What follows belongs to an exercise in optimizing a design on an open flow for small area and a short achievable clock period; a production flow would make more cautious choices.
RTL that was checked went through simulation tests only; none was proved equivalent to the original.
For runs 1 to 4, only the layout was checked, not whether the RTL still works.
Power figures rest on the tool's default switching activity, not on a simulated workload.

--- flow/standard.sh ---
#!/bin/bash
# synth_recipe.tcl (not shown) runs the flow's synth.tcl, then flattens the netlist and writes it again
# the make line also repeats each setting of config.mk as NAME=value (left out here)
make -C /OpenROAD-flow-scripts/flow DESIGN_CONFIG=/design/flow/config.mk WORK_HOME=/design/flow/orfs CLKGATE_MAP_FILE= SYNTH_SCRIPT=/design/flow/synth_recipe.tcl "${@:-finish}"
--- flow/design.v ---
module MY_CPU (clk, nRESET, instr, pc, cc, dbg_addr, dbg_data);
	input clk;
	input nRESET;
	input [15:0] instr;
	output [15:0] pc;
	output [3:0] cc;
	input [2:0] dbg_addr;
	output [15:0] dbg_data;
	reg [14:0] pc_q;   
	reg [3:0] cc;
	assign pc = {pc_q, 1'b0};
	wire [15:0] pc_c;
	assign pc_c[0] = 1'b1;
	genvar t;
	generate for (t = 0; t < 15; t = t + 1) begin : g_pc
		assign pc_c[t + 1] = pc_c[t] & pc_q[t];
	end endgenerate
	always @(posedge clk or negedge nRESET)
		if (!nRESET) pc_q <= 15'b0;
		else pc_q <= pc_q ^ pc_c[14:0];
	wire [2:0] op = instr[14:12];
	wire i = instr[11];
	wire [2:0] rD = instr[10:8];
	wire [2:0] rA = instr[7:5];
	wire [2:0] rB = instr[4:2];
	wire [15:0] imm = {{11{instr[4]}}, instr[4:0]};
	wire valid = ~(op == 3'd7 & i);   
	reg [15:0] rf [0:7];
	reg [7:0] v;
	wire [15:0] res;
	wire [7:0] we;
	genvar k;
	generate for (k = 0; k < 8; k = k + 1) begin : g_rf
		assign we[k] = valid & (rD == k);
		always @(posedge clk)
			if (we[k]) rf[k] <= res;
	end endgenerate
	always @(posedge clk or negedge nRESET)
		if (!nRESET) v <= 8'b0;
		else v <= v | we;
	function [7:0] sel;
		input [2:0] a;
		input [7:0] vv;
		integer j;
		for (j = 0; j < 8; j = j + 1)
			sel[j] = (a == j) & vv[j];
	endfunction
	function [15:0] rd;
		input [7:0] s;
		input [127:0] d;
		integer j;
		begin
			rd = 16'b0;
			for (j = 0; j < 8; j = j + 1)
				rd = rd | ({16{s[j]}} & d[16*j +: 16]);
		end
	endfunction
	wire [127:0] rflat = {rf[7], rf[6], rf[5], rf[4], rf[3], rf[2], rf[1], rf[0]};
	wire [15:0] A = rd(sel(rA, v), rflat);
	wire [15:0] rb = rd(sel(rB, v & {8{~i}}), rflat);   
	assign dbg_data = rd(sel(dbg_addr, v), rflat);
	wire [15:0] B = rb | (imm & {16{i}});
	wire sub = (op == 3'd2);
	wire [15:0] Bx = B ^ {16{sub}};
	wire [15:0] g0 = A & Bx;
	wire [15:0] p0 = A ^ Bx;
	reg [15:0] G, P;
	integer lv, b;
	always @(*) begin
		G = g0; P = p0;
		G[0] = g0[0] | (p0[0] & sub);
		for (lv = 0; lv < 4; lv = lv + 1)
			for (b = 0; b < 16; b = b + 1)
				if ((b >> lv) & 1) begin
					G[b] = G[b] | (P[b] & G[((b >> lv) << lv) - 1]);
					P[b] = P[b] & P[((b >> lv) << lv) - 1];
				end
	end
	wire [16:0] cy = {G, sub};
	wire [15:0] sum = p0 ^ cy[15:0];
	wire cout = cy[16];
	wire s_shl = (op == 3'd3);
	wire s_shr = (op == 3'd4);
	reg [15:0] sh, nx;
	integer sl;
	always @(*) begin
		sh = A;
		for (sl = 0; sl < 4; sl = sl + 1) begin
			for (b = 0; b < 16; b = b + 1)
				nx[b] = (B[sl] & s_shl & (b >= (1 << sl)) & sh[(b - (1 << sl)) & 15]) |
					(B[sl] & s_shr & (b + (1 << sl) < 16) & sh[(b + (1 << sl)) & 15]) |
					(~B[sl] & (s_shl | s_shr) & sh[b]);
			sh = nx;
		end
	end
	wire s_mov = (op == 3'd1), s_and = (op == 3'd5), s_or = (op == 3'd6), s_not = (op == 3'd7);
	wire [15:0] lg = ({16{s_mov}} & B) | ({16{s_and | s_or}} & g0) | ({16{s_or}} & p0) | ({16{s_not}} & ~B);
	wire s_add = (op == 3'd0) | (op == 3'd2);
	wire [15:0] r = ({16{s_add}} & sum) | sh | lg;
	assign res = r;
	wire [15:0] zo = {g0[14:0] | p0[14:0], sub};
	wire Z_add = ~|(p0 ^ zo);
	wire [3:0] s = instr[3:0];
	reg [15:0] m;
	integer q;
	always @(*)
		for (q = 0; q < 16; q = q + 1)
			m[q] = s_shl ? (q <= 15 - s) : (q >= s);
	wire Z_sh = ~|(A & m);
	wire Z_lg = ~|lg;
	wire N = r[15];
	wire Z = s_add ? Z_add : (s_shl | s_shr) ? Z_sh : Z_lg;
	wire C = (op == 3'd0) & cout;
	wire V = (op == 3'd3) ? (A[15] ^ sh[15]) :
		(op == 3'd0) ? ((A[15] == B[15]) & (sum[15] ^ A[15])) : 1'b0;
	always @(posedge clk or negedge nRESET)
		if (!nRESET) cc <= 4'b0;
		else if (valid & i) cc <= {N, Z, C, V};
		else cc <= 4'b0;
endmodule
--- flow/flow/my_synth.tcl ---
# The standard flow's synth_recipe.tcl (standard ORFS synthesis, no fsm/share, flattened, renamed)
# with one change: ABC maps with flow/abc.script, and the pc incrementer (the logic
# cone of the pc_q flip-flops, which has the whole cycle) is first mapped on its own
# with flow/abc_area.script for area.
proc synth {args} { yosys synth -nofsm -noshare {*}$args }
proc abc {args} {
  set i [lsearch -exact $args -script]
  if { $i >= 0 } {
    set a [lreplace $args [expr {$i + 1}] [expr {$i + 1}] $::env(MY_ABC_AREA_SCRIPT)]
    yosys select -set pcl c:pc_q* %ci1:+\[D\] %ci* t:sky130_fd_sc_hd__* %d
    yosys abc {*}$a @pcl
    set args [lreplace $args [expr {$i + 1}] [expr {$i + 1}] $::env(MY_ABC_SCRIPT)]
  }
  puts "my abc: $args"
  yosys abc {*}$args
}
source $::env(SCRIPTS_DIR)/synth.tcl
# left out here: clear keep_hierarchy, flatten, clean up, hide names made inside functions, write 1_2_yosys.v
--- flow/flow/abc.script ---
strash
&get -n
&st
&dch
&nf -p -D 2000
&put
topo
upsize -c
dnsize -c
--- flow/flow/run.sh ---
#!/bin/bash
# Layout flow: the standard ORFS flow with these changes:
#  - synthesis maps with flow/abc.script, the pc incrementer with flow/abc_area.script
#    (flow/my_synth.tcl swaps them into ORFS's
#    synthesis; everything else there is the standard synthesis);
#  - no full/half adder extraction in synthesis (ADDER_MAP_FILE empty);
#  - port buffers are sky130_fd_sc_hd__buf_1 instead of the resizer's default pick;
#  - clock tree from clkbuf_4/clkbuf_8 without dummy loads.
# The make output is kept in flow_make.log; ORFS's own logs stay under orfs/logs.
set -euo pipefail
here=$(pwd)
export MY_ABC_SCRIPT=$here/flow/abc.script
export MY_ABC_AREA_SCRIPT=$here/flow/abc_area.script
bash standard.sh ADDER_MAP_FILE= \
  SYNTH_SCRIPT=$here/flow/my_synth.tcl \
  "BUFFER_PORTS_ARGS=-buffer_cell sky130_fd_sc_hd__buf_1" \
  "CTS_ARGS=-sink_clustering_enable -repair_clock_nets -dont_use_dummy_load -buf_list {sky130_fd_sc_hd__clkbuf_4 sky130_fd_sc_hd__clkbuf_8}" \
  finish > flow_make.log 2>&1
--- flow/constraint.sdc ---
create_clock -name core_clock -period 7.0 [get_ports {clk}]
set_input_delay 1.4000 -clock core_clock [delete_from_list [all_inputs] [get_ports {clk}]]
set_output_delay 1.4000 -clock core_clock [all_outputs]
set_load 0.01 [all_outputs]
--- flow/config.mk ---
export PLATFORM = sky130hd
export DESIGN_NAME = MY_CPU
export DESIGN_NICKNAME = MY_CPU
export VERILOG_FILES = /design/flow/design.v
export SDC_FILE = /design/flow/constraint.sdc
export NUM_CORES = 4
export LEC_CHECK = 0
export CAP_MARGIN = 10
export CORE_MARGIN = 2
export CORE_UTILIZATION = 40
export SETUP_SLACK_MARGIN = 2.5
export SLEW_MARGIN = 10
--- flow/flow/abc_area.script ---
strash
&get -n
&st
&dch
&nf -p -R 0
&put
topo
==> summary.md, run 1 <==
| Metric | Value |
|---|---|
| Status | finished clean |
| Longest Clk Path Bufs | 2 |
| Root Buffer | clkbuf_8 |
| WL/cell | 28.9 um |
| Clk sinks | 155 |
| Final Cycle Share | 0.648 |
| Post-Route WL | 41.6 mm |
| Max-cap violations | 0 |
| Util after Layout | 0.523 |
| Post-CTS Hold Buffers | 0 |
| Drt via density | 7.10 |
| WP data required | 7180 ps |
| Netlist Area Pre-Place | 0.00968 mm2 |
| Worst-path clk slew | 80 ps |
| DR iter-0 viols | 2066 |
| Total core area | 0.0236 mm2 |
| Crit path kind | input pin to flip-flop |
| RD Place Congestion | 1.00 |
| Die area | 0.0255 mm2 |
| HP Class | flip-flop to flip-flop |
| Synth Warn # | 2 |
| Remaining antenna violation count | 0 |
| Initial Utilization | 0.410 |
| Global-route wire length before repair | 58.9 mm |
| Hold path startpoint | pc_q[14] |
| Area leader, netlist | edfxtp_1 |
| Max FO, Critical Path | 8 |
| Ys async rst share | 0.174 |
| CTS H-tree lvls | 4 |
| Drt drc | 0 |
| Hold Violations, Final | 0 |
| Max Slew Vio Count | 0 |
| Port Buffers | 54 |
| Top-area cell type share of the netlist area | 0.397 |
| I/O pin cnt | 57 |
| Synth area leaders | edfxtp_1, a222oi_1, dfrtp_1 |
| Fillers | 2138 |
| Slew headroom | 0.237 |
| Power per Cell Area | 203 mW/mm2 |
| Layout cells sized above 1 | 0.245 |
| Final nets | 1142 |
| Die width | 160 um |
| Grt total ovfl | 0 |
| Total Power | 2510 uW |
| Syn avg cell area | 10.5 um2 |
| Final Skew | 35.9 ps |
| Std-Cell Rows | 56 |
| Worst R2R Setup Slack | 3050 ps |
| Post-synth EDFFs | 128 |
| Area delta synth->final | 27.6% |
| Die height | 160 um |
| Largest net degree at the start of global routing | 28 |
| Achievable Freq | 0.220 GHz |
| Distinct cells, synth | 76 |
| Maximum vdd ir drop | 112 uV |
| Initial antenna violation count | 1 |
| Lkg Pwr | 0.00420 uW |
| CTS tree | done |
| Seq cells post-synth | 155 |
| Endpoint type of the worst setup path | flip-flop |
| WHS | 479 ps |
| Post-synthesis instance total | 926 |
| Tightest Pin Transition | 1140 ps |
| WP data arrival | 4710 ps |
| Pre-Repair DR Iteration Count | 8 |
| Net Count, Synth | 947 |
| Post-synthesis sequential area ratio | 0.467 |
| Via Count | 10200 |
| Critical Path Source | instr[2] |
| RSZ-0062 raised after global routing | yes |
| Worst-Skew Late Latency | 470 ps |
| Leading cell type in the layout, fill and taps excluded | edfxtp_1 |
| Vias in the first global route | 9319 |
| CTS buffer count | 17 |
| Startpoint types | input pin |
| Commonest non-fill, non-tap cells in the layout | edfxtp_1, nand2_1, buf_4, a222oi_1, nor2_1 |
| GRT Resource Usage Total | 0.312 |
| Reg2reg start | v[2] |
| Final Setup Violations | 0 |
| Tmin final | 4540 ps |
| Setup_tns | 0 ps |
| Synth Flop Type | edfxtp_1 |
| Dpl hpwl | 25.1 mm |
==> cell type report <==
cell class	instances	area, um2	area share
Inverter	14	61.3	0.00497
Timing Repair Buffer	174	1320	0.107
Tap cell	319	399	0.0323
Sequential cell	155	4520	0.366
Clock buffer	17	234	0.0189
Multi-Input combinational cell	759	5810	0.470
Antenna cell	1	2.50	0.000203
==> Yosys cell counts, types with 3 or more instances <==
cell type,n
nand3_1,36
a221oi_2,4
nand4b_1,3
nand2b_1,12
edfxtp_1,128
nand4_1,22
and4b_1,7
and2_0,10
dfrtp_1,27
nor4b_1,3
and4_1,3
or2_0,13
nor3b_1,4
a22oi_1,31
nand2_1,127
and2_1,4
a222oi_1,85
o211ai_1,7
nor3_1,14
or3_1,4
a221o_1,8
a31oi_1,7
nor2_1,52
a21oi_1,48
a21boi_0,7
o22a_1,5
a211oi_1,5
a22o_1,5
and3_1,15
xnor2_1,45
o22ai_1,18
clkinv_1,14
nor2b_1,15
a221oi_1,36
xor2_1,15
nor4_1,3
o21ai_0,29
o221ai_1,8
==> path summary, 6_finish.rpt <==
| kind | end | depth (start not counted) |
|---|---|---|
| worst max-delay path | rf[6][14] | 16 |
| worst min-delay path | pc_q[14] | 1 |
| worst max register to register | rf[6][14] | 12 |
| worst min register to register | pc_q[14] | 1 |
| max in group asynchronous | pc_q[13] | 2 |
| min in group asynchronous | cc[2] | 2 |
==> metal layers <==
metal,track usage,routed length (um),vias up
li1,-,-,4284
met1,0.420,15000,4845
met2,0.461,17700,888
met3,0.0597,5890,198
met4,0.196,2980,0
met5,0,0,-
==> report_power, final <==
group          internal (uW)  switching (uW)
Sequential              1090            32.7
Combinational            340             533
Clock                    214             302
==> timing repair <==
item | in CTS | in global routing
pin swaps | 30 | 42
gates cloned | 2 | 1
setup buffers | 58 | 31
gates resized for setup | 100 | 72
setup endpoints to repair | 148 | 133
==> metrics by stage <==
stage | std cells | area, um2 | setup WS [ps]
2_1_floorplan | 926 | 9740 | 2510
3_3_place_gp | 1329 | 10600 | 1160
3_5_place_dp | 1329 | 10600 | 1140
4_1_cts | 1406 | 11800 | 2490
5_1_grt | 1438 | 12300 | 2400
6_report | 1439 | 12300 | 2460
==> logic make-up (layout without fill, tap and decap cells) <==
| logic type | count (synthesis) | count (layout) | synth area share |
|---|---|---|---|
| simple gates | 369 | 372 | 0.201 |
| buf+inv | 15 | 205 | 0.00621 |
| xor+xnor | 62 | 62 | 0.0588 |
| mux | 1 | 1 | 0.00103 |
| compound gates | 323 | 323 | 0.265 |
| flops | 155 | 155 | 0.467 |
| other cells | 1 | 2 | 0.000388 |
==> critical path: stages <==
cell and delay, ps:
buf_12 110, buf_8 120, and2_4 170, and2_4 220
buf_4 180, a222oi_1 230, buf_4 230, nand2_8 80
xnor2_4 250, xnor2_4 120, o311a_4 400, o31a_1 350
or3_1 400, o211ai_2 120, xor2_2 200, o21ai_4 120
==> flip-flops by register name (all words and copies together), names as in the netlist <==
register  count
rf          128
v             8
pc_q         15
cc            4
==> run 2, diff against run 1 <==
--- a/flow/design.v
+++ b/flow/design.v
@@ -41,9 +41,17 @@
 	function [7:0] sel;
 		input [2:0] a;
 		input [7:0] vv;
+		reg [3:0] lo;
+		reg [7:0] hv;
 		integer j;
-		for (j = 0; j < 8; j = j + 1)
-			sel[j] = (a == j) & vv[j];
+		begin
+			for (j = 0; j < 4; j = j + 1)
+				lo[j] = (a[1:0] == j);
+			for (j = 0; j < 8; j = j + 1)
+				hv[j] = (a[2] == j[2]) & vv[j];
+			for (j = 0; j < 8; j = j + 1)
+				sel[j] = lo[j % 4] & hv[j];
+		end
 	endfunction
 	function [15:0] rd;
 		input [7:0] s;
==> flow/flow/abc.script (replaced) <==
strash
&get -n
&st
&dch
&nf -p -D 2000
&put
topo
buffer -c
upsize -c
dnsize -c
==> summary.md, run 2 <==
| Metric | Value |
|---|---|
| Status | finished clean |
| Area delta synth->final | 23.7% |
| Final Setup Violations | 0 |
| RSZ-0062 raised after global routing | yes |
| Syn avg cell area | 10.1 um2 |
| RR Endpoint | rf[4][13] |
| Worst hold path depth | 1 |
| Worst-Skew Late Latency | 470 ps |
| Area leader, netlist | edfxtp_1 |
| Die height | 163 um |
| Longest Clk Path Bufs | 2 |
| Post-CTS Hold Buffers | 0 |
| GRT Resource Usage Total | 0.291 |
| Final Cycle Share | 0.654 |
| Hold Violations, Final | 0 |
| Seq cells post-synth | 155 |
| Via Count | 10100 |
| Root Buffer | clkbuf_8 |
| Crit path kind | input pin to flip-flop |
| Max FO, Critical Path | 8 |
| I/O pin cnt | 57 |
| Clk sinks | 155 |
| Critical path's slowest cell | or4b_4 |
| Leading cell type in the layout, fill and taps excluded | edfxtp_1 |
| WP data arrival | 4810 ps |
| Tmin final | 4580 ps |
| Final Skew | 56.1 ps |
| Worst r2r path cells | 17 |
| HP Class | flip-flop to flip-flop |
| Layout cells sized above 1 | 0.294 |
| Synth Warn # | 2 |
| Synth Flop Type | edfxtp_1 |
| Largest net degree at the start of global routing | 28 |
| Area of the multi-input gates | 0.00610 mm2 |
| Maximum vdd ir drop | 113 uV |
| Initial antenna violation count | 0 |
| RD Place Congestion | 0.989 |
| Drt via density | 6.97 |
| Slew headroom | 0.110 |
| Dpl hpwl | 25.1 mm |
| Hold path startpoint | pc_q[14] |
| Max FFs per register | 128 |
| Std-Cell Rows | 58 |
| Synth area leaders | edfxtp_1, a222oi_1, dfrtp_1 |
| Max Slew Vio Count | 0 |
| Commonest non-fill, non-tap cells in the layout | edfxtp_1, nand2_1, buf_4, a222oi_1, nor2_1 |
| Worst-path clk slew | 110 ps |
| Power per Cell Area | 204 mW/mm2 |
| Port Buffers | 54 |
| Remaining antenna violation count | 0 |
| Largest regs | rf x128, pc_q x15, v x8 |
| Final nets | 1149 |
| DR iter-0 viols | 1988 |
| Setup_tns | 0 ps |
| Global-route wire length before repair | 57.1 mm |
| Crit path max-delay family | simple AND/OR/NAND/NOR gates |
| Pre-Repair DR Iteration Count | 9 |
| Startpoint types | input pin |
| CTS H-tree lvls | 4 |
| Ys async rst share | 0.174 |
| Post-synthesis instance total | 1003 |
| Reg area | 0.00452 mm2 |
| Endpoint type of the worst setup path | flip-flop |
| Die area | 0.0266 mm2 |
| Grt total ovfl | 0 |
| Die width | 163 um |
| Top-area cell type share of the netlist area | 0.379 |
| Post-synth EDFFs | 128 |
| CTS buffer count | 17 |
| Hold endpoint | pc_q[14] |
| Tightest Pin Transition | 1330 ps |
| Net Count, Synth | 1024 |
| Fillers | 2230 |
| Total core area | 0.0250 mm2 |
| Post-Route WL | 39.9 mm |
| WP data required | 7230 ps |
| Largest Register | rf |
| WL/cell | 27.4 um |
| CP peak stage delay | 490 ps |
| Worst path buffer plus inverter count | 4 |
| Worst R2R Setup Slack | 3070 ps |
| Total Power | 2550 uW |
| Drt drc | 0 |
| Distinct cells, synth | 88 |
| Initial Utilization | 0.405 |
| Lkg Pwr | 0.00439 uW |
| Count leader, synth | edfxtp_1 |
| Reg2reg start | v[1] |
| Netlist Area Pre-Place | 0.0101 mm2 |
| Post-synthesis sequential area ratio | 0.446 |
| Max-cap violations | 0 |
| CP cell instances | buf_12 -> nor2b_4 -> and4b_4 -> buf_6 -> a222oi_1 -> and3_4 -> xnor2_4 -> nor2_2 -> nand2b_4 -> or4b_4 -> o211a_4 -> buf_6 -> o21bai_4 -> nand2_2 -> nand2_2 -> xor2_1 -> o211ai_1 -> buf_4 |
| Diodes inserted | 0 |
| Commonest cells post-synth | edfxtp_1, nand2_1, a222oi_1 |
| Vias in the first global route | 9306 |
| CTS tree | done |
| Achievable Freq | 0.218 GHz |
run 2: cell types whose count changed after synthesis, moves of 12 or more:
cell / previous run / this run
a21boi_0: 7 / 20
a221oi_1: 36 / 20
buf_2: 0 / 12
clkbuf_1: 0 / 45
clkinv_1: 14 / 1
nor2_1: 52 / 64
or2_0: 13 / 0
or2_2: 0 / 16
run 2: cells by family after synthesis:
| group | Yosys count | synth area share |
|---|---|---|
| AND/OR/NAND/NOR | 384 | 0.198 |
| AO/OA/AOI/OAI | 323 | 0.255 |
| flip-flops | 155 | 0.446 |
| buffers and inverters | 76 | 0.0370 |
| XOR/XNOR | 61 | 0.0616 |
| adder cells (fa/ha/maj) | 2 | 0.00197 |
| other | 1 | 0.000370 |
| multiplexers | 1 | 0.000987 |
run 2: how the worst max path moves through the flow:
stage	depth (start not counted)	startpoint	end
2_1_floorplan	15	instr[2]	rf[0][11]
3_3_place_gp	14	instr[4]	rf[2][11]
3_5_place_dp	14	instr[4]	rf[2][11]
4_1_cts	16	instr[11]	rf[3][15]
5_1_grt	15	instr[6]	cc[2]
6_report	18	instr[4]	rf[4][13]
run 2: cell type report:
| cell class | count | share of cell area |
|---|---|---|
| inverters | 6 | 0.00179 |
| clock buffers | 17 | 0.0186 |
| well taps | 330 | 0.0329 |
| repair buffers | 173 | 0.100 |
| flip-flops and latches | 155 | 0.360 |
| multi-input cells | 775 | 0.486 |
run 2: per-layer routing:
layer	vias up	track usage	routed length, um
li1	4290	-	-
met1	4890	0.383	14700
met2	810	0.456	18100
met3	155	0.0523	4960
met4	0	0.157	2160
met5	-	0	0
run 2: worst register-to-register path, stage by stage, from the launching register on:
cell      delay, ps
dfrtp_1         430
nor3b_4         190
buf_4           150
and2_4          200
a222oi_1        340
and3_4          310
xnor2_4         150
nor2_2           70
nand2b_4        160
or4b_4          490
o211a_4         310
buf_6           130
o21bai_4        160
nand2_2          80
nand2_2          60
xor2_1          150
o211ai_1        110
buf_4           220
run 2: report_power, final:
group | switching (uW) | total [uW] | internal (uW)
combinational | 561 | 930 | 370
sequential | 32.1 | 1120 | 1090
clock | 288 | 502 | 214
run 2: repair_timing:
item / CTS / global route
gates cloned: 3 / 0
gates resized for setup: 101 / 90
endpoints found under the setup margin: 148 / 144
endpoints found under the hold margin: 0 / 0
buffers inserted: 56 / 31
pin swaps: 43 / 50
run 2: stage by stage:
| stage | std cells | instance area, um2 | hold WS (ps) | worst slack (ps) | utilization |
|---|---|---|---|---|---|
| finish | 1456 | 12500 | 475 | 2420 | 0.501 |
| global route | 1456 | 12500 | 515 | 2330 | 0.501 |
| CTS | 1425 | 11900 | 487 | 2470 | 0.476 |
| detailed placement | 1349 | 10800 | 470 | 933 | 0.433 |
| global placement | 1349 | 10800 | 460 | 961 | 0.433 |
| floorplan | 1003 | 10200 | 458 | 2240 | - |
==> run 3, diff against run 2 <==
==> flow/flow/abc.script (replaced) <==
strash
dch
map -D 2000
topo
buffer -c
upsize -c
dnsize -c
==> summary.md, run 3 <==
| Metric | Value |
|---|---|
| Lkg Pwr | 0.00473 uW |
| Netlist Area Pre-Place | 0.0106 mm2 |
| Die width | 167 um |
| Final Cycle Share | 0.635 |
| Endpoint type of the worst setup path | flip-flop |
| Top Usage Layer GRT | met2 |
| Mux cell area share after synthesis | 0 |
| Hold Violations, Final | 0 |
| Ys async rst share | 0.174 |
| Synth Flop Type | edfxtp_1 |
| Critical path's slowest cell | nor3_4 |
| Post-DP Area | 0.0114 mm2 |
| Simple-Gate Fraction of Synth Area | 0.191 |
| Final nets | 1347 |
| RD Place Congestion | 0.971 |
| Area delta synth->final | 17.6% |
| Commonest non-fill, non-tap cells in the layout | nand2_1, inv_1, edfxtp_1, a22oi_1, nor2_1 |
| Drt via density | 6.50 |
| Worst r2r path cells | 16 |
| Port Buffers | 54 |
| Status | finished clean |
| Largest Register | rf |
| Dpl hpwl | 29.9 mm |
| Clock power share | 0.215 |
| Crit-path most repeated cell | nand2_2 |
| Max Slew Vio Count | 0 |
| Maximum vdd ir drop | 118 uV |
| Comb power frac | 0.322 |
| Top-area cell type share of the netlist area | 0.362 |
| RR Endpoint | rf[5][11] |
| Initial Utilization | 0.407 |
| Root Buffer | clkbuf_8 |
| CTS H-tree lvls | 4 |
| WL/cell | 25.8 um |
| Critical Path Source | instr[2] |
| WP data arrival | 4610 ps |
| Crit path kind | input pin to flip-flop |
| Syn avg cell area | 8.62 um2 |
| Startpoint types | input pin |
| Drt drc | 0 |
| Tmin final | 4440 ps |
| Worst-Skew Late Latency | 480 ps |
| Distinct cells, synth | 68 |
| HP Class | flip-flop to flip-flop |
| Final instance area | 0.0125 mm2 |
| Worst path buffer plus inverter count | 4 |
| Post-synthesis instance total | 1231 |
| WP data required | 7170 ps |
| Count leader, synth | nand2_1 |
| Post-Route WL | 42.8 mm |
| Layout cells sized above 1 | 0.199 |
| Met3 usage | 0.0711 |
| Largest family of logic cells by synthesized area | compound AO/OA/AOI/OAI gates |
| Max FO, Critical Path | 9 |
| Synth Warn # | 2 |
| Global-route wire length before repair | 62.6 mm |
| Met1 Track Usage GR | 0.381 |
| Vias in the first global route | 10100 |
| Die area | 0.0279 mm2 |
| Synth area leaders | edfxtp_1, a22oi_1, nand2_1 |
| Tightest Pin Transition | 886 ps |
| Grt total ovfl | 0 |
| Sequential share of power | 0.463 |
| Reg2reg start | v[1] |
| Setup_tns | 0 ps |
| Longest Clk Path Bufs | 2 |
| PnR worst setup slack | 2560 ps |
| Initial antenna violation count | 0 |
| Seq cells post-synth | 155 |
| Largest regs | rf x128, pc_q x15, v x8 |
| Remaining antenna violation count | 0 |
| Total core area | 0.0261 mm2 |
| Total Power | 2400 uW |
| Area leader, netlist | edfxtp_1 |
| Max FFs per register | 128 |
| Worst-path clk slew | 90 ps |
| Largest net degree at the start of global routing | 28 |
| Pre-CTS setup slack | 1200 ps |
| Net Count, Synth | 1252 |
| Fillers | 2496 |
| Via Count | 10800 |
| Achievable Freq | 0.225 GHz |
| Post-synth EDFFs | 128 |
| CP Capture Point | rf[5][11] |
| Leading cell type in the layout, fill and taps excluded | nand2_1 |
| Post-CTS Hold Buffers | 0 |
| I/O pin cnt | 57 |
| Post-synthesis adder-cell area fraction | 0 |
| Switching pwr | 868 uW |
| RSZ-0062 raised after global routing | yes |
| CP cell instances | clkbuf_4 -> inv_4 -> nand2_2 -> nor3_4 -> buf_12 -> buf_4 -> a22oi_2 -> nand2_2 -> nor3_4 -> xor2_1 -> nand2_2 -> nand2_2 -> nor2_4 -> a21oi_4 -> o21bai_4 -> a21boi_4 -> o311a_1 -> a21oi_1 -> o21ai_1 -> nand3_4 |
| DR iter-0 viols | 1485 |
| CTS tree | done |
| Synth Area in Compound Gates | 0.273 |
| Final Skew | 48.9 ps |
| Commonest cells post-synth | nand2_1, inv_1, edfxtp_1 |
| CTS buffer count | 17 |
| Final Setup Violations | 0 |
| Worst R2R Setup Slack | 3200 ps |
| GRT Resource Usage Total | 0.300 |
| Int Pwr | 1530 uW |
| Post-synthesis sequential area ratio | 0.426 |
| Std-Cell Rows | 59 |
| Die height | 167 um |
| Slew headroom | 0.407 |
| Synth Area in XOR/XNOR | 0.0263 |
| Clk sinks | 155 |
| Power per Cell Area | 192 mW/mm2 |
| CP peak stage delay | 330 ps |
| Switching Fraction | 0.362 |
| Crit path max-delay family | compound AO/OA/AOI/OAI gates |
| M2 GR Usage | 0.478 |
| Worst path depth | 20 |
| Diodes inserted | 0 |
| Max-cap violations | 0 |
| Pre-Repair DR Iteration Count | 6 |
-- run 3: final cells by class --
type / instances / area [um2] / share of cell area
tap: 335 / 419 / 0.0336
timing repair buffer: 118 / 797 / 0.0638
multi-input combinational: 858 / 5820 / 0.466
sequential: 155 / 4520 / 0.362
clock buffer: 17 / 234 / 0.0187
inverter: 176 / 692 / 0.0554
-- run 3: per-stage QoR --
stage,instances,util,hold WS [ps]
4_1_cts,1651,0.464,483
3_3_place_gp,1614,0.436,480
5_1_grt,1659,0.479,500
6_report,1659,0.479,479
2_1_floorplan,1231,-,497
3_5_place_dp,1614,0.436,472
-- run 3: layer usage --
layer  wire [um]  share of wire  vias to the layer above
met2       19300           0.45                      756
met1       16000           0.37                     5118
met3        5110           0.12                      177
met4        2430          0.057                        0
li1            -              -                     4730
met5           0              0                        -
-- run 3: how the worst min path moves through the flow --
stage	from	end	slack (ps)	depth (start not counted)
floorplan	v[4]	v[4]	500	2
global placement	pc_q[14]	pc_q[14]	480	1
detailed placement	pc_q[14]	pc_q[14]	470	1
CTS	pc_q[14]	pc_q[14]	480	1
global route	pc_q[14]	pc_q[14]	500	1
finish	pc_q[14]	pc_q[14]	480	1
-- run 3: worst reg2reg max path, stage by stage (launching register included) --
cell,delay (ps)
dfrtp_1,460
inv_1,190
nor4_4,60
buf_4,230
a22oi_1,210
o221ai_1,190
nor2_4,290
clkinvlp_4,260
nand2_2,160
inv_2,50
nor2_4,190
nand2_2,100
nor3_4,200
a21boi_4,130
o311a_1,340
o21ai_1,230
nand3_4,200
-- run 3: power groups by stage --
stage / sequential (uW) / clock [uW] / combinational, uW
global placement: 1130 / 0 / 652
floorplan: 1120 / 0 / 426
global route: 1110 / 553 / 818
finish: 1110 / 514 / 773
detailed placement: 1130 / 0 / 656
CTS: 1110 / 520 / 698
-- run 3: what timing repair did --
action	in CTS	in global routing
resized for setup	61	85
hold endpoints to repair	0	0
pin swaps	11	16
buffers inserted	20	8
endpoints found under the setup margin	148	141
-- run 3: kinds of logic (layout without fill, tap and decap cells) --
logic type	count (synthesis)	count (layout)
other cells	1	1
compound gates	398	398
buf+inv	218	311
xor+xnor	31	31
flops	155	155
simple gates	428	428
==> run 4, diff against run 3 <==
==> flow/flow/abc.script (replaced) <==
strash
&get -n
&st
&dch
&nf -p -D 2000
&put
topo
upsize -c
dnsize -c
==> summary.md, run 4 <==
| Metric | Value |
|---|---|
| CTS tree | done |
| I/O pin cnt | 57 |
| Final Setup Violations | 0 |
| Critical path's slowest cell | or4b_4 |
| WL/cell | 27.8 um |
| Final Skew | 30.3 ps |
| Initial Utilization | 0.404 |
| WP data required | 7180 ps |
| Die height | 160 um |
| RSZ-0062 raised after global routing | yes |
| GRT Resource Usage Total | 0.301 |
| Drt drc | 0 |
| Max Slew Vio Count | 0 |
| Post-DP Area | 0.0107 mm2 |
| Largest regs | rf x128, pc_q x15, v x8 |
| RD Place Congestion | 0.944 |
| Remaining antenna violation count | 0 |
| Dpl hpwl | 24.7 mm |
| Net Count, Synth | 955 |
| Maximum vdd ir drop | 125 uV |
| Finished Layout Cells | 1451 |
| Layout cells sized above 1 | 0.272 |
| Diodes inserted | 0 |
| Distinct cells, synth | 85 |
| Port Buffers | 54 |
| Leading cell type in the layout, fill and taps excluded | edfxtp_1 |
| Via Count | 10100 |
| Die width | 160 um |
| Area delta synth->final | 28.0% |
| Tmin final | 4560 ps |
| Startpoint types | input pin |
| HP Class | flip-flop to flip-flop |
| Ys async rst share | 0.174 |
| Total core area | 0.0241 mm2 |
| Count leader, synth | edfxtp_1 |
| Vias in the first global route | 9122 |
| Drt via density | 6.95 |
| Tightest Pin Transition | 1250 ps |
| Syn avg cell area | 10.4 um2 |
| Top-area cell type share of the netlist area | 0.395 |
| Setup_tns | 0 ps |
| WP data arrival | 4740 ps |
| Initial antenna violation count | 1 |
| Hold path startpoint | pc_q[14] |
| Commonest cells post-synth | edfxtp_1, nand2_1, a222oi_1 |
| Reg2reg start | v[1] |
| Largest net degree at the start of global routing | 28 |
| Status | finished clean |
| Achievable Freq | 0.219 GHz |
| Max-cap violations | 0 |
| Seq cells post-synth | 155 |
| Util after Layout | 0.517 |
| Crit path kind | input pin to flip-flop |
| Final nets | 1150 |
| Worst R2R Setup Slack | 3060 ps |
| Critical Path Source | instr[3] |
| PnR worst setup slack | 2440 ps |
| Post-CTS Hold Buffers | 0 |
| Worst-path clk slew | 90 ps |
| Post-Route WL | 40.3 mm |
| Pre-Repair DR Iteration Count | 13 |
| CTS H-tree lvls | 4 |
| Post-synthesis instance total | 934 |
| Hold Violations, Final | 0 |
| Max FO, Critical Path | 8 |
| Longest Clk Path Bufs | 2 |
| CTS buffer count | 17 |
| Final Cycle Share | 0.652 |
| Area leader, netlist | edfxtp_1 |
| Commonest non-fill, non-tap cells in the layout | edfxtp_1, nand2_1, buf_4, a222oi_1, nor2_1 |
| Slew headroom | 0.164 |
| Synth area leaders | edfxtp_1, a222oi_1, dfrtp_1 |
| DR iter-0 viols | 1997 |
| Netlist Area Pre-Place | 0.00974 mm2 |
| Final instance area | 0.0125 mm2 |
| Largest Register | rf |
| Global-route wire length before repair | 57.2 mm |
| Pre-CTS setup slack | 966 ps |
| Synth Warn # | 2 |
| Endpoint type of the worst setup path | flip-flop |
| Worst-Skew Late Latency | 460 ps |
| Root Buffer | clkbuf_8 |
| Power per Cell Area | 202 mW/mm2 |
| Std-Cell Rows | 57 |
| Clk sinks | 155 |
| Post-synthesis sequential area ratio | 0.464 |
| CP peak stage delay | 540 ps |
| Grt total ovfl | 0 |
| DP Cell Count | 1339 |
| Die area | 0.0256 mm2 |
| Lkg Pwr | 0.00432 uW |
| Post-synth EDFFs | 128 |
| Max FFs per register | 128 |
| Synth Flop Type | edfxtp_1 |
| CP cell instances | buf_12 -> and2_4 -> and2_4 -> buf_4 -> a222oi_1 -> and3_4 -> xnor2_4 -> nor2_2 -> nand2b_4 -> or4b_4 -> o211a_4 -> o21ai_4 -> maj3_2 -> xor2_1 -> o211ai_1 -> buf_4 |
[run 4: through the flow]
step                total power [uW]  hold slack (ps)
finish                          2510              481
global route                    2600              514
CTS                             2420              487
detailed placement              1820              470
global placement                1820              462
floorplan                       1580              463
[run 4: repair_timing]
| item | CTS | global route |
|---|---|---|
| setup endpoints to repair | 148 | 131 |
| pin swaps | 27 | 49 |
| gates cloned | 5 | 2 |
| setup buffers | 60 | 28 |
| gates resized for setup | 94 | 84 |
[run 4: routing by layer]
metal,GRT usage,wire (um)
met4,0.146,2160
met5,0,0
met3,0.0587,5150
met2,0.459,17800
met1,0.412,15200
[run 4: layout make-up]
type	count	area (um2)
fill	2232	11600
multi-input combinational	778	6010
sequential	155	4520
timing repair buffer	171	1260
tap	324	405
clock buffer	17	234
inverter	6	22.5
[run 4: report_power, final]
group          switching, uW  total (uW)  internal [uW]
registers               31.0        1120           1090
logic                    543         892            348
clock network            289         503            214
total                    863        2510           1650
[run 4: cells by family after synthesis]
group                    Yosys count  share of synthesized area
AO/OA/AOI/OAI                    323                      0.263
XOR/XNOR                          61                     0.0587
adder cells (fa/ha/maj)            2                    0.00206
buffers and inverters              7                    0.00308
flip-flops                       155                      0.464
multiplexers                       1                    0.00103
other                              1                   0.000385
AND/OR/NAND/NOR                  384                      0.208
[run 4: worst max-delay path, delay by kind of cell]
kind	cells	cell delay, ps
AOI/OAI and AO/OA	4	900
xor gates and xnor gates	2	300
adders and majority gates	1	220
buffers and inverters	3	470
and+or+nand+nor	6	1440
[run 4: worst paths after layout]
kind,end,cells after the start
worst max-delay path,rf[0][11],16
worst min-delay path,pc_q[14],1
worst max register to register,rf[0][11],14
worst min register to register,pc_q[14],1
max in group asynchronous,v[6],2
min in group asynchronous,pc_q[8],2
==> run 5, diff against run 4 <==
--- a/flow/design.v
+++ b/flow/design.v
@@ -106,8 +106,10 @@
 	wire s_add = (op == 3'd0) | (op == 3'd2);
 	wire [15:0] r = ({16{s_add}} & sum) | sh | lg;
 	assign res = r;
-	wire [15:0] zo = {g0[14:0] | p0[14:0], sub};
-	wire Z_add = ~|(p0 ^ zo);
+	wire [15:0] Bi = imm ^ {16{sub}};
+	wire [15:0] zx = A ^ Bi;
+	wire [15:0] zo = {A[14:0] | Bi[14:0], sub};
+	wire Z_add = ~|(zx ^ zo);
 	wire [3:0] s = instr[3:0];
 	reg [15:0] m;
 	integer q;
==> summary.md, run 5 <==
| Metric | Value |
|---|---|
| Worst-Skew Late Latency | 470 ps |
| Max Slew Vio Count | 0 |
| Hold Violations, Final | 0 |
| Area of the multi-input gates | 0.00572 mm2 |
| Synth area leaders | edfxtp_1, a222oi_1, dfrtp_1 |
| Pre-Repair DR Iteration Count | 9 |
| Slew headroom | 0.363 |
| Startpoint types | input pin |
| Total core area | 0.0241 mm2 |
| Post-synth EDFFs | 128 |
| Worst R2R Setup Slack | 2930 ps |
| HP Class | flip-flop to flip-flop |
| Largest regs | rf x128, pc_q x15, v x8 |
| Tightest Pin Transition | 952 ps |
| Crit path kind | input pin to flip-flop |
| Initial antenna violation count | 0 |
| Distinct cells, synth | 81 |
| Ys async rst share | 0.174 |
| Top-area cell type share of the netlist area | 0.396 |
| Endpoint type of the worst setup path | flip-flop |
| Max FFs per register | 128 |
| Post-Route WL | 40.4 mm |
| Syn avg cell area | 10.3 um2 |
| Max FO, Critical Path | 10 |
| Via Count | 10200 |
| Post-synthesis sequential area ratio | 0.465 |
| Reg area | 0.00452 mm2 |
| Count leader, synth | edfxtp_1 |
| CTS buffer count | 17 |
| Initial Utilization | 0.403 |
| Lkg Pwr | 0.00427 uW |
| Drt drc | 0 |
| Longest Clk Path Bufs | 2 |
| Post-CTS Hold Buffers | 0 |
| Crit path max-delay family | compound AO/OA/AOI/OAI gates |
| RD Place Congestion | 0.981 |
| Area leader, netlist | edfxtp_1 |
| Setup_tns | 0 ps |
| WL/cell | 27.4 um |
| Achievable Freq | 0.217 GHz |
| Leading cell type in the layout, fill and taps excluded | edfxtp_1 |
| Maximum vdd ir drop | 99.2 uV |
| Final Setup Violations | 0 |
| Remaining antenna violation count | 0 |
| Worst hold path depth | 1 |
| WP data arrival | 4800 ps |
| Layout cells sized above 1 | 0.250 |
| WP data required | 7180 ps |
| Drt via density | 6.95 |
| RR Endpoint | rf[5][14] |
| CP peak stage delay | 560 ps |
| Final instance area | 0.0124 mm2 |
| Die height | 160 um |
| Netlist Area Pre-Place | 0.00971 mm2 |
| CTS H-tree lvls | 4 |
| Fillers | 2203 |
| Status | finished clean |
| Hold endpoint | pc_q[14] |
| Dpl hpwl | 24.8 mm |
| Synth Flop Type | edfxtp_1 |
| Hold path startpoint | pc_q[14] |
| Net Count, Synth | 966 |
| CP cell instances | buf_4 -> and4bb_2 -> a222oi_1 -> and3_2 -> a21oi_2 -> buf_4 -> a21oi_4 -> o31a_1 -> o41a_1 -> o21ai_2 -> nand2_2 -> a21oi_2 -> xor2_1 -> a211o_2 |
| Die width | 160 um |
| Worst path buffer plus inverter count | 2 |
| CTS tree | done |
| Largest Register | rf |
| DR iter-0 viols | 2423 |
| Global-route wire length before repair | 58.5 mm |
| Power per Cell Area | 199 mW/mm2 |
| RSZ-0062 raised after global routing | yes |
| Tmin final | 4620 ps |
| Vias in the first global route | 9555 |
| Clk sinks | 155 |
| Std-Cell Rows | 57 |
| Commonest non-fill, non-tap cells in the layout | edfxtp_1, buf_4, nand2_1, a222oi_1, a21oi_1 |
| Final Skew | 28.1 ps |
| Final nets | 1172 |
| Synth Warn # | 2 |
| Grt total ovfl | 0 |
| GRT Resource Usage Total | 0.305 |
| Total Power | 2470 uW |
| Max-cap violations | 0 |
| Post-synthesis instance total | 945 |
| Root Buffer | clkbuf_8 |
| Reg2reg start | v[2] |
| Post-DP Area | 0.0106 mm2 |
| Util after Layout | 0.514 |
| Largest net degree at the start of global routing | 28 |
| Area delta synth->final | 27.5% |
| Die area | 0.0255 mm2 |
| Critical path's slowest cell | and4bb_2 |
| Worst-path clk slew | 80 ps |
| Final Cycle Share | 0.660 |
| Seq cells post-synth | 155 |
| Worst r2r path cells | 14 |
| I/O pin cnt | 57 |
| Port Buffers | 54 |
| Commonest cells post-synth | edfxtp_1, nand2_1, a222oi_1 |
run 5: changes by cell type after synthesis, moves of 6 or more:
cell	delta
a21oi_1	+24
nor2b_1	+8
nand2b_1	-6
clkinv_1	+6
nand2_1	-9
o22ai_1	+10
nor3_1	+11
a211oi_1	-6
run 5: cell type report:
type	instances	area share
multi-input combinational	782	0.462
tap	324	0.0327
clock buffer	17	0.0189
inverter	10	0.00303
sequential	155	0.365
antenna	1	0.000202
timing repair buffer	185	0.118
run 5: logic make-up (layout without fill, tap and decap cells):
family | count (synthesis) | count (layout) | synth area share
other cells | 1 | 2 | 0.000386
mux | 2 | 2 | 0.00232
xor+xnor | 60 | 60 | 0.0549
flops | 155 | 155 | 0.465
fa+ha+maj | 1 | 1 | 0.00103
simple gates | 387 | 390 | 0.211
compound gates | 328 | 328 | 0.261
buf+inv | 11 | 212 | 0.00464
run 5: repair_timing:
item / in CTS / in global routing
gates resized for setup: 89 / 61
gates cloned: 4 / 0
pin swaps: 47 / 29
buffers inserted: 87 / 16
endpoints found under the setup margin: 148 / 147
run 5: layer usage:
layer  up-vias  global-route usage  share of wire  wire (um)
met3       185              0.0790           0.12       5050
met4         0               0.163          0.054       2160
met1      4900               0.410           0.39      15900
met5         -             0.00568              0          0
met2       826               0.453           0.43      17300
li1       4336                   -              -          -
run 5: through the flow:
step / hold WS (ps) / instances / setup slack (ps)
2_1_floorplan: 464 / 945 / 2510
3_3_place_gp: 461 / 1349 / 1010
3_5_place_dp: 480 / 1349 / 972
4_1_cts: 496 / 1457 / 2460
5_1_grt: 519 / 1473 / 2360
6_report: 486 / 1474 / 2380
run 5: power by group:
group | internal, uW | leakage [uW] | switching, uW
Combinational | 318 | 0.00264 | 502
Clock | 214 | 0.000122 | 304
Sequential | 1090 | 0.00151 | 33.2
Total | 1630 | 0.00427 | 839
run 5: worst max path at each step:
stage | startpoint | endpoint | depth (start not counted)
after detailed placement | instr[3] | rf[1][15] | 14
after floorplan | instr[14] | rf[0][14] | 11
after CTS | instr[3] | rf[5][14] | 14
final | instr[6] | rf[5][14] | 14
after global routing | instr[6] | rf[5][7] | 16
after global placement | instr[3] | rf[1][15] | 14
==> run 6, diff against run 5 <==
==> flow/flow/abc.script (replaced) <==
strash
dch
map -D 2000
topo
buffer -c
upsize -c
dnsize -c
--- a/flow/config.mk
+++ b/flow/config.mk
@@ -8,5 +8,5 @@
 export CAP_MARGIN = 10
 export CORE_MARGIN = 2
 export CORE_UTILIZATION = 40
-export SETUP_SLACK_MARGIN = 2.5
+export SETUP_SLACK_MARGIN = 2.7
 export SLEW_MARGIN = 10
==> summary.md, run 6 <==
| Metric | Value |
|---|---|
| Pre-CTS setup slack | 1300 ps |
| Root Buffer | clkbuf_8 |
| Synth Flop Type | edfxtp_1 |
| Post-synthesis sequential area ratio | 0.421 |
| Hold endpoint | pc_q[14] |
| Simple-Gate Fraction of Synth Area | 0.212 |
| Final nets | 1367 |
| CTS H-tree lvls | 4 |
| Largest net degree at the start of global routing | 28 |
| Endpoint type of the worst setup path | flip-flop |
| Commonest non-fill, non-tap cells in the layout | nand2_1, edfxtp_1, a22oi_1, inv_1 |
| DR iter-0 viols | 1674 |
| Commonest cells post-synth | nand2_1, edfxtp_1, nor2_1 |
| Vias in the first global route | 10100 |
| Drt via density | 6.55 |
| Final Skew | 39.9 ps |
| Final Cycle Share | 0.614 |
| Drt drc | 0 |
| Post-synthesis adder-cell area fraction | 0 |
| Mux cell area share after synthesis | 0 |
| Global-route wire length before repair | 63.3 mm |
| Post-synthesis instance total | 1191 |
| Synth Warn # | 2 |
| Synth area leaders | edfxtp_1, a22oi_1, dfrtp_1 |
| Longest Clk Path Bufs | 2 |
| Top-area cell type share of the netlist area | 0.358 |
| CTS buffer count | 17 |
| RD Place Congestion | 0.990 |
| PnR worst setup slack | 2710 ps |
| Crit path kind | input pin to flip-flop |
| Met1 wire length | 16.5 mm |
| Die height | 168 um |
| Net Count, Synth | 1212 |
| Setup_tns | 0 ps |
| Largest Register | rf |
| Status | finished clean |
| WL met3 | 5.08 mm |
| Area leader, netlist | edfxtp_1 |
| Seq cells post-synth | 155 |
| GRT Resource Usage Total | 0.303 |
| Leading cell type in the layout, fill and taps excluded | nand2_1 |
| Clk sinks | 155 |
| Hold path startpoint | pc_q[14] |
| Worst hold path depth | 1 |
| Grt total ovfl | 0 |
| Post-synth EDFFs | 128 |
| I/O pin cnt | 57 |
| Max FFs per register | 128 |
| Total Power | 2460 uW |
| Worst R2R Setup Slack | 3270 ps |
| WHS | 480 ps |
| Post-Route WL | 43.8 mm |
| Power per Cell Area | 188 mW/mm2 |
| Distinct cells, synth | 68 |
| Die width | 168 um |
| Achievable Freq | 0.233 GHz |
| Remaining antenna violation count | 0 |
| Worst r2r path cells | 14 |
| Area delta synth->final | 22.0% |
| Initial antenna violation count | 0 |
| Diodes inserted | 0 |
| Max-cap violations | 0 |
| Lkg Pwr | 0.00491 uW |
| Netlist Area Pre-Place | 0.0107 mm2 |
| Worst-Skew Late Latency | 470 ps |
| Hold Violations, Final | 0 |
| Reg2reg start | v[1] |
| Syn avg cell area | 9.01 um2 |
| Met2 wire length | 19.6 mm |
| Initial Utilization | 0.410 |
| Worst-path clk slew | 90 ps |
| Layout cells sized above 1 | 0.261 |
| Largest regs | rf x128, pc_q x15, v x8 |
| Synth Area in Compound Gates | 0.260 |
| Count leader, synth | nand2_1 |
| Maximum vdd ir drop | 127 uV |
| Largest family of logic cells by synthesized area | compound AO/OA/AOI/OAI gates |
| Max Slew Vio Count | 0 |
| Top sig layer | met4 |
| RR Endpoint | rf[0][2] |
| CTS tree | done |
| Pre-Repair DR Iteration Count | 6 |
| Die area | 0.0282 mm2 |
| Slew headroom | 0.394 |
| RSZ-0062 raised after global routing | yes |
| HP Class | flip-flop to flip-flop |
| Total core area | 0.0262 mm2 |
| Via Count | 11000 |
| Max FO, Critical Path | 14 |
| Critical Path Source | instr[11] |
| Ys async rst share | 0.174 |
| WP data required | 7130 ps |
| Std-Cell Rows | 59 |
| Port Buffers | 54 |
| WP data arrival | 4430 ps |
| Synth Area in XOR/XNOR | 0.0339 |
| WL/cell | 26.1 um |
| Final Setup Violations | 0 |
| Startpoint types | input pin |
| Dpl hpwl | 29.2 mm |
| Post-CTS Hold Buffers | 0 |
| Tightest Pin Transition | 905 ps |
| Tmin final | 4290 ps |
run 6: changes by cell type after synthesis, moves of 26 or more:
cell      change
nand2_1      +62
a22oi_1     +100
xnor2_1      -35
a21oi_1      -26
inv_1       +118
a222oi_1     -88
nor2_1       +61
run 6: area by class of cell:
cell class | count | area [um2]
clock buffers | 17 | 234
fillers | 2422 | 13100
inverters | 142 | 582
multi-input cells | 857 | 6040
flip-flops and latches | 155 | 4520
well taps | 335 | 419
repair buffers | 173 | 1300
run 6: worst max-delay path by stage:
stage,cells after the start,endpoint
after floorplan,17,rf[0][11]
after global placement,14,rf[5][12]
after detailed placement,17,rf[0][8]
after CTS,21,rf[0][14]
after global routing,15,rf[3][2]
final,21,rf[4][7]
run 6: worst max-delay path: stages:
cell      delay [ps]
buf_12           110
inv_6             60
nand2_8           80
buf_4            120
nor3_4            40
buf_12           170
nand2_1           80
nand3_2           90
nor3_4           560
xor2_2           140
buf_4            170
buf_4            130
a21oi_4          190
o221ai_4         180
buf_6            160
nand2_4           70
a31oi_4           90
o21bai_1         200
a21oi_1           90
o21ai_1           90
nand2_2          180
run 6: through the flow:
stage	std cells	util	area, um2
after floorplan	1191	-	10700
after global placement	1575	0.436	11400
after detailed placement	1575	0.436	11400
after CTS	1643	0.478	12500
after global routing	1679	0.499	13100
final	1679	0.499	13100
run 6: power breakdown:
part / internal (uW) / switching, uW
Combinational: 272 / 549
Sequential: 1080 / 30.4
Clock: 214 / 306
Total: 1570 / 885
run 6: what timing repair did:
| item | in CTS | in global routing |
|---|---|---|
| endpoints found under the setup margin | 148 | 134 |
| endpoints found under the hold margin | 0 | 0 |
| buffers inserted | 51 | 35 |
| gates resized for setup | 102 | 66 |
| gates cloned | 0 | 1 |
| pin swaps | 31 | 40 |
run 6: routing by layer:
metal  vias to the layer above  global-route usage
li1                       4731                   -
met1                      5237               0.387
met2                       807               0.485
met3                       215              0.0686
met4                         0               0.152
met5                         -                   0
run 6: logic make-up (layout without fill, tap and decap cells):
| group | Yosys count | after routing |
|---|---|---|
| AO/OA/AOI/OAI | 361 | 361 |
| other | 1 | 1 |
| XOR/XNOR | 39 | 39 |
| buffers and inverters | 179 | 332 |
| flip-flops | 155 | 155 |
| AND/OR/NAND/NOR | 456 | 456 |
==> run 7, diff against run 6 <==
--- a/flow/config.mk
+++ b/flow/config.mk
@@ -8,5 +8,6 @@
 export CAP_MARGIN = 10
 export CORE_MARGIN = 2
 export CORE_UTILIZATION = 40
-export SETUP_SLACK_MARGIN = 2.7
+export GPL_TIMING_DRIVEN = 0
+export SETUP_SLACK_MARGIN = 2.5
 export SLEW_MARGIN = 10
==> summary.md, run 7 <==
| Metric | Value |
|---|---|
| Status | finished clean |
| Commonest cells post-synth | nand2_1, edfxtp_1, nor2_1 |
| Worst path buffer plus inverter count | 5 |
| Largest net degree at the start of global routing | 28 |
| WL/cell | 26.1 um |
| Top-area cell type share of the netlist area | 0.358 |
| Die area | 0.0282 mm2 |
| Via Count | 10800 |
| Mux cell area share after synthesis | 0 |
| GRT Resource Usage Total | 0.304 |
| Remaining antenna violation count | 0 |
| Drt via density | 6.56 |
| Largest regs | rf x128, pc_q x15, v x8 |
| Max FFs per register | 128 |
| Initial antenna violation count | 0 |
| Power per Cell Area | 189 mW/mm2 |
| Count leader, synth | nand2_1 |
| Max-cap violations | 0 |
| Setup_tns | 0 ps |
| Diodes inserted | 0 |
| RSZ-0062 raised after global routing | yes |
| Post-CTS Hold Buffers | 0 |
| Area delta synth->final | 17.4% |
| Final Setup Violations | 0 |
| Global-route wire length before repair | 63.9 mm |
| Pre-Repair DR Iteration Count | 6 |
| Dpl hpwl | 31.3 mm |
| Endpoint type of the worst setup path | output port |
| Root Buffer | clkbuf_8 |
| Worst hold path depth | 1 |
| Tmin final | 4510 ps |
| Die height | 168 um |
| HP Class | flip-flop to flip-flop |
| Largest Register | rf |
| Fillers | 2471 |
| Largest family of logic cells by synthesized area | compound AO/OA/AOI/OAI gates |
| Layout cells sized above 1 | 0.213 |
| DR iter-0 viols | 1583 |
| CP cell instances | buf_1 -> nor2_1 -> inv_1 -> nor3_2 -> clkbuf_8 -> clkinvlp_4 -> o22ai_1 -> a221oi_1 -> o2111ai_1 -> buf_1 |
| Synth area leaders | edfxtp_1, a22oi_1, dfrtp_1 |
| Post-synth EDFFs | 128 |
| Hold Violations, Final | 0 |
| Leading cell type in the layout, fill and taps excluded | nand2_1 |
| Worst-path clk slew | 70 ps |
| Crit-path most repeated cell | buf_1 |
| Post-DP Area | 0.0115 mm2 |
| Max FO, Critical Path | 6 |
| Final Skew | 40.6 ps |
| Post-Route WL | 43.1 mm |
| Clk sinks | 155 |
| Synth Warn # | 2 |
| CP peak stage delay | 260 ps |
| Vias in the first global route | 10100 |
| Startpoint types | input pin |
| Crit path kind | input pin to output port |
| Crit path max-delay family | buffers and inverters |
| CTS tree | done |
| WP data required | 5600 ps |
| Port Buffers | 52 |
| Longest Clk Path Bufs | 2 |
| Die width | 168 um |
| CTS H-tree lvls | 4 |
| Drt drc | 0 |
| Net Count, Synth | 1212 |
| Initial Utilization | 0.410 |
| Slew headroom | 0.310 |
| Critical Path Source | dbg_addr[1] |
| Distinct cells, synth | 68 |
| CTS buffer count | 17 |
| Achievable Freq | 0.222 GHz |
| Ys async rst share | 0.174 |
| RR Endpoint | rf[3][12] |
| Grt total ovfl | 0 |
| Worst R2R Setup Slack | 3210 ps |
| Tightest Pin Transition | 1030 ps |
| Seq cells post-synth | 155 |
| WP data arrival | 3110 ps |
| Final instance area | 0.0126 mm2 |
| Simple-Gate Fraction of Synth Area | 0.212 |
| Netlist Area Pre-Place | 0.0107 mm2 |
| CP Capture Point | dbg_data[10] |
| Std-Cell Rows | 59 |
| Lkg Pwr | 0.00469 uW |
| Area leader, netlist | edfxtp_1 |
| Total core area | 0.0262 mm2 |
| Maximum vdd ir drop | 119 uV |
| Final nets | 1340 |
| Synth Flop Type | edfxtp_1 |
| Reg2reg start | v[7] |
| Syn avg cell area | 9.01 um2 |
| I/O pin cnt | 57 |
| Max Slew Vio Count | 0 |
| Final Cycle Share | 0.644 |
| Worst r2r path cells | 17 |
| Synth Area in XOR/XNOR | 0.0339 |
| Worst path depth | 10 |
| Synth Area in Compound Gates | 0.260 |
| RD Place Congestion | 1.02 |
| Critical path's slowest cell | nor3_2 |
| Worst-Skew Late Latency | 470 ps |
| Post-synthesis sequential area ratio | 0.421 |
| Post-synthesis adder-cell area fraction | 0 |
| Post-synthesis instance total | 1191 |
| Commonest non-fill, non-tap cells in the layout | nand2_1, edfxtp_1, a22oi_1, inv_1, nor2_1 |
-- run 7: cell types whose count changed in the layout (fill, tap and decap cells not counted), moves of 4 or more --
cell      delta
a221oi_2     -7
clkbuf_1     +8
a221oi_1     +7
clkbuf_4     +6
buf_12       -7
nor2_4       -5
inv_4        -4
a22oi_1      +4
a22oi_2      -4
buf_4       -47
buf_8        +7
inv_1        +4
clkbuf_2     +4
-- run 7: how the worst min path moves through the flow --
stage	slack, ps	endpoint	from
2_1_floorplan	510	pc_q[14]	pc_q[14]
3_3_place_gp	470	pc_q[14]	pc_q[14]
3_5_place_dp	470	pc_q[14]	pc_q[14]
4_1_cts	490	pc_q[14]	pc_q[14]
5_1_grt	510	pc_q[14]	pc_q[14]
6_report	490	pc_q[14]	pc_q[14]
-- run 7: final cells by class --
class | instances | area, um2 | area share
tap | 335 | 419 | 0.0333
sequential | 155 | 4520 | 0.359
inverter | 142 | 574 | 0.0456
multi-input combinational | 857 | 5840 | 0.463
clock buffer | 17 | 234 | 0.0186
timing repair buffer | 109 | 741 | 0.0588
buffer | 37 | 282 | 0.0223
-- run 7: report_power, final --
group,leakage (uW),switching (uW),total (uW),internal [uW]
registers,0.00151,31.9,1120,1080
clock network,0.000122,304,519,214
logic,0.00306,519,747,228
total,0.00469,856,2380,1530
-- run 7: stage by stage --
| step | utilization | total power [uW] | worst slack, ps | std cells | hold slack [ps] |
|---|---|---|---|---|---|
| finish | 0.481 | 2380 | 2490 | 1652 | 488 |
| global route | 0.481 | 2470 | 2400 | 1652 | 507 |
| CTS | 0.464 | 2330 | 2500 | 1624 | 488 |
| detailed placement | 0.438 | 1780 | 1310 | 1584 | 472 |
| global placement | 0.433 | 1770 | 1410 | 1578 | 469 |
| floorplan | - | 1550 | 2880 | 1191 | 508 |
-- run 7: layer usage --
metal / vias to the layer above / wire length, um / track usage
met5: - / 0 / 0
met4: 0 / 2090 / 0.138
met3: 175 / 5290 / 0.0625
met2: 813 / 19300 / 0.479
met1: 5169 / 16300 / 0.405
li1: 4679 / - / -
-- run 7: cells by family (layout without fill, tap and decap cells) --
kind of cell / after synthesis / count (layout)
buf+inv: 179 / 305
xor+xnor: 39 / 39
compound gates: 361 / 361
flops: 155 / 155
other cells: 1 / 1
simple gates: 456 / 456
-- run 7: repair_timing --
action	in CTS	in global routing
endpoints found under the setup margin	148	141
pin swaps	13	22
resized for setup	62	59
cloned	0	0
setup buffers	23	28
==> run 8, diff against run 7 <==
==> flow/flow/abc.script (replaced) <==
strash
dch -f
map -D 2000
topo
buffer -c
upsize -c
dnsize -c
--- a/flow/config.mk
+++ b/flow/config.mk
@@ -8,6 +8,5 @@
 export CAP_MARGIN = 10
 export CORE_MARGIN = 2
 export CORE_UTILIZATION = 40
-export GPL_TIMING_DRIVEN = 0
 export SETUP_SLACK_MARGIN = 2.5
 export SLEW_MARGIN = 10
==> summary.md, run 8 <==
| Metric | Value |
|---|---|
| Final Setup Violations | 0 |
| Netlist Area Pre-Place | 0.0108 mm2 |
| Startpoint types | input pin |
| HP Class | flip-flop to flip-flop |
| Syn avg cell area | 8.64 um2 |
| Pre-Repair DR Iteration Count | 6 |
| Die height | 168 um |
| Tightest Pin Transition | 1190 ps |
| Final Skew | 40.7 ps |
| Root Buffer | clkbuf_8 |
| Synth area leaders | edfxtp_1, nand2_1, a22oi_1 |
| Net Count, Synth | 1267 |
| Worst hold path depth | 1 |
| Final nets | 1412 |
| Final Cycle Share | 0.642 |
| RSZ-0062 raised after global routing | yes |
| Remaining antenna violation count | 0 |
| DR iter-0 viols | 1786 |
| Max Slew Vio Count | 0 |
| I/O pin cnt | 57 |
| Max FFs per register | 128 |
| Power per Cell Area | 185 mW/mm2 |
| Vias in the first global route | 10200 |
| Max FO, Critical Path | 10 |
| WP data required | 7170 ps |
| Post-synth EDFFs | 128 |
| Max-cap violations | 0 |
| Largest net degree at the start of global routing | 28 |
| Area leader, netlist | edfxtp_1 |
| Port Buffers | 54 |
| Top-area cell type share of the netlist area | 0.357 |
| Diodes inserted | 0 |
| Dpl hpwl | 30.2 mm |
| Ys async rst share | 0.174 |
| Layout cells sized above 1 | 0.219 |
| Tmin final | 4490 ps |
| Leading cell type in the layout, fill and taps excluded | nand2_1 |
| Grt total ovfl | 0 |
| Mux cell area share after synthesis | 0 |
| Synth Area in Compound Gates | 0.269 |
| Commonest cells post-synth | nand2_1, inv_1, edfxtp_1 |
| Drt via density | 6.44 |
| Hold Violations, Final | 0 |
| Total Power | 2400 uW |
| Initial antenna violation count | 0 |
| Achievable Freq | 0.223 GHz |
| WP data arrival | 4660 ps |
| Total core area | 0.0267 mm2 |
| Post-synthesis adder-cell area fraction | 0 |
| Lkg Pwr | 0.00503 uW |
| Simple-Gate Fraction of Synth Area | 0.194 |
| RD Place Congestion | 1.01 |
| Post-synthesis instance total | 1246 |
| Initial Utilization | 0.403 |
| Post-synthesis sequential area ratio | 0.420 |
| Slew headroom | 0.207 |
| Status | finished clean |
| GRT Resource Usage Total | 0.303 |
| Post-CTS Hold Buffers | 0 |
| Fillers | 2546 |
| Worst r2r path cells | 16 |
| Die area | 0.0282 mm2 |
| Synth Flop Type | edfxtp_1 |
| CTS tree | done |
| Largest Register | rf |
| Util after Layout | 0.486 |
| Via Count | 11100 |
| Crit path kind | input pin to flip-flop |
| Largest regs | rf x128, pc_q x15, v x8 |
| Worst-path clk slew | 70 ps |
| Reg area | 0.00452 mm2 |
| Largest family of logic cells by synthesized area | compound AO/OA/AOI/OAI gates |
| Commonest non-fill, non-tap cells in the layout | nand2_1, inv_1, edfxtp_1, nor2_1, buf_4 |
| Synth Area in XOR/XNOR | 0.0308 |
| Distinct cells, synth | 66 |
| Worst-Skew Late Latency | 480 ps |
| CTS buffer count | 17 |
| Endpoint type of the worst setup path | flip-flop |
| Post-Route WL | 43.5 mm |
| Seq cells post-synth | 155 |
| Drt drc | 0 |
| Global-route wire length before repair | 64.0 mm |
| Setup_tns | 0 ps |
| Synth Warn # | 2 |
| CTS H-tree lvls | 4 |
| Maximum vdd ir drop | 128 uV |
| Area delta synth->final | 20.6% |
| Std-Cell Rows | 60 |
| Die width | 168 um |
| Area of the multi-input gates | 0.00596 mm2 |
| WL/cell | 25.2 um |
| Count leader, synth | nand2_1 |
| Longest Clk Path Bufs | 2 |
| Clk sinks | 155 |
## run 8: changes by cell type after synthesis, sizes merged, moves of 8 or more
cell	delta
a22oi	-32
a21oi	+22
o211ai	+8
a221oi	-14
nand4	-8
inv	+51
o221ai	+25
## run 8: final cells by class
class	instances	area share
multi-input combinational	865	0.459
sequential	155	0.348
timing repair buffer	161	0.0833
inverter	191	0.0584
tap	341	0.0329
clock buffer	17	0.0180
## run 8: final timing paths
kind,start,end,slack (ps)
setup / recovery,instr[6],rf[0][15],2510
hold / removal,pc_q[14],pc_q[14],480
setup reg to reg,v[2],rf[0][15],3130
hold reg to reg,pc_q[14],pc_q[14],480
max in group asynchronous,nRESET,pc_q[9],5800
min in group asynchronous,nRESET,pc_q[3],920
## run 8: power breakdown
group	internal (uW)	switching (uW)
Clock	214	306
Combinational	239	533
Sequential	1080	25.6
## run 8: layer usage
| layer | up-vias | track usage | share of wire |
|---|---|---|---|
| met4 | 0 | 0.145 | 0.053 |
| met2 | 845 | 0.471 | 0.44 |
| met5 | - | 0 | 0 |
| met1 | 5226 | 0.404 | 0.39 |
| met3 | 205 | 0.0656 | 0.12 |
| li1 | 4867 | - | - |
## run 8: critical path, cell delays in order
cell and delay (ps):
buf_2 160, inv_2 90, nor2_1 120, inv_2 60, nor3_1 180, buf_4 290, clkinvlp_4 240, buf_4 200
o221ai_1 260, nor2_4 140, or2_1 290, nand2_1 180, o21ai_1 100, inv_1 90, o21ai_2 80, a21oi_1 290
o211ai_1 170, nand3_1 180, nand2_4 130
## run 8: timing repair
item                                    in CTS  in global routing
gates resized for setup                     69                 68
endpoints found under the setup margin     148                136
gates cloned                                 2                  0
buffers inserted                            31                 38
pin swaps                                   20                 31
## run 8: kinds of logic (layout without fill, tap and decap cells)
group / count (synthesis) / in the layout
xor gates and xnor gates: 37 / 37
other: 1 / 1
DFF: 155 / 155
buffers and inverters: 228 / 369
AOI/OAI and AO/OA: 386 / 386
and+or+nand+nor: 439 / 441
## run 8: through the flow
step,area (um2),hold slack [ps],worst slack [ps],cells
2_1_floorplan,10800,478,2790,1246
3_3_place_gp,11500,461,1310,1642
3_5_place_dp,11500,467,1240,1642
4_1_cts,12300,482,2420,1692
5_1_grt,13000,517,2390,1730
6_report,13000,476,2510,1730

-- port drivers added, routing unchanged --
How much do the figures lean on ideal ports? The routed layouts below were timed once more, with nothing changed but the port constraints.
Step 1 assumes that a clkbuf_16 drives the clock port and a buf_2 every other input.
Step 2, shift: input delay + t, output delay - t, t = (earliest + latest rising clock arrival at the registers) / 2. This alone moves slack from input paths to output paths.
Three values: no drivers, after step 1, after step 2; two values: the first two.
run	shift t [ns]	setup WS [ns]	hold slack, ns	worst setup path at the end
run 1	0.500	2.463 / 2.457 / 1.957	0.479 / 0.479 / 0.479	input to register
run 2	0.486	2.422 / 2.404 / 1.918	0.475 / 0.475 / 0.475	input to register
run 3	0.493	2.557 / 2.545 / 2.083	0.479 / 0.479 / 0.479	input to register
run 4	0.490	2.438 / 2.399 / 1.909	0.481 / 0.481 / 0.481	input to register
run 5	0.503	2.381 / 2.407 / 1.904	0.486 / 0.486 / 0.486	input to register
run 6	0.495	2.705 / 2.671 / 2.180	0.480 / 0.480 / 0.480	input to register
run 7	0.489	2.490 / 2.461 / 2.073	0.488 / 0.488 / 0.488	input to register
run 8	0.504	2.509 / 2.532 / 2.027	0.476 / 0.476 / 0.476	input to register
After both steps setup and hold are still met in every run listed. The setup slack of run 4, which loses most, moves by -0.039 ns with the drivers and by -0.529 ns with both steps.
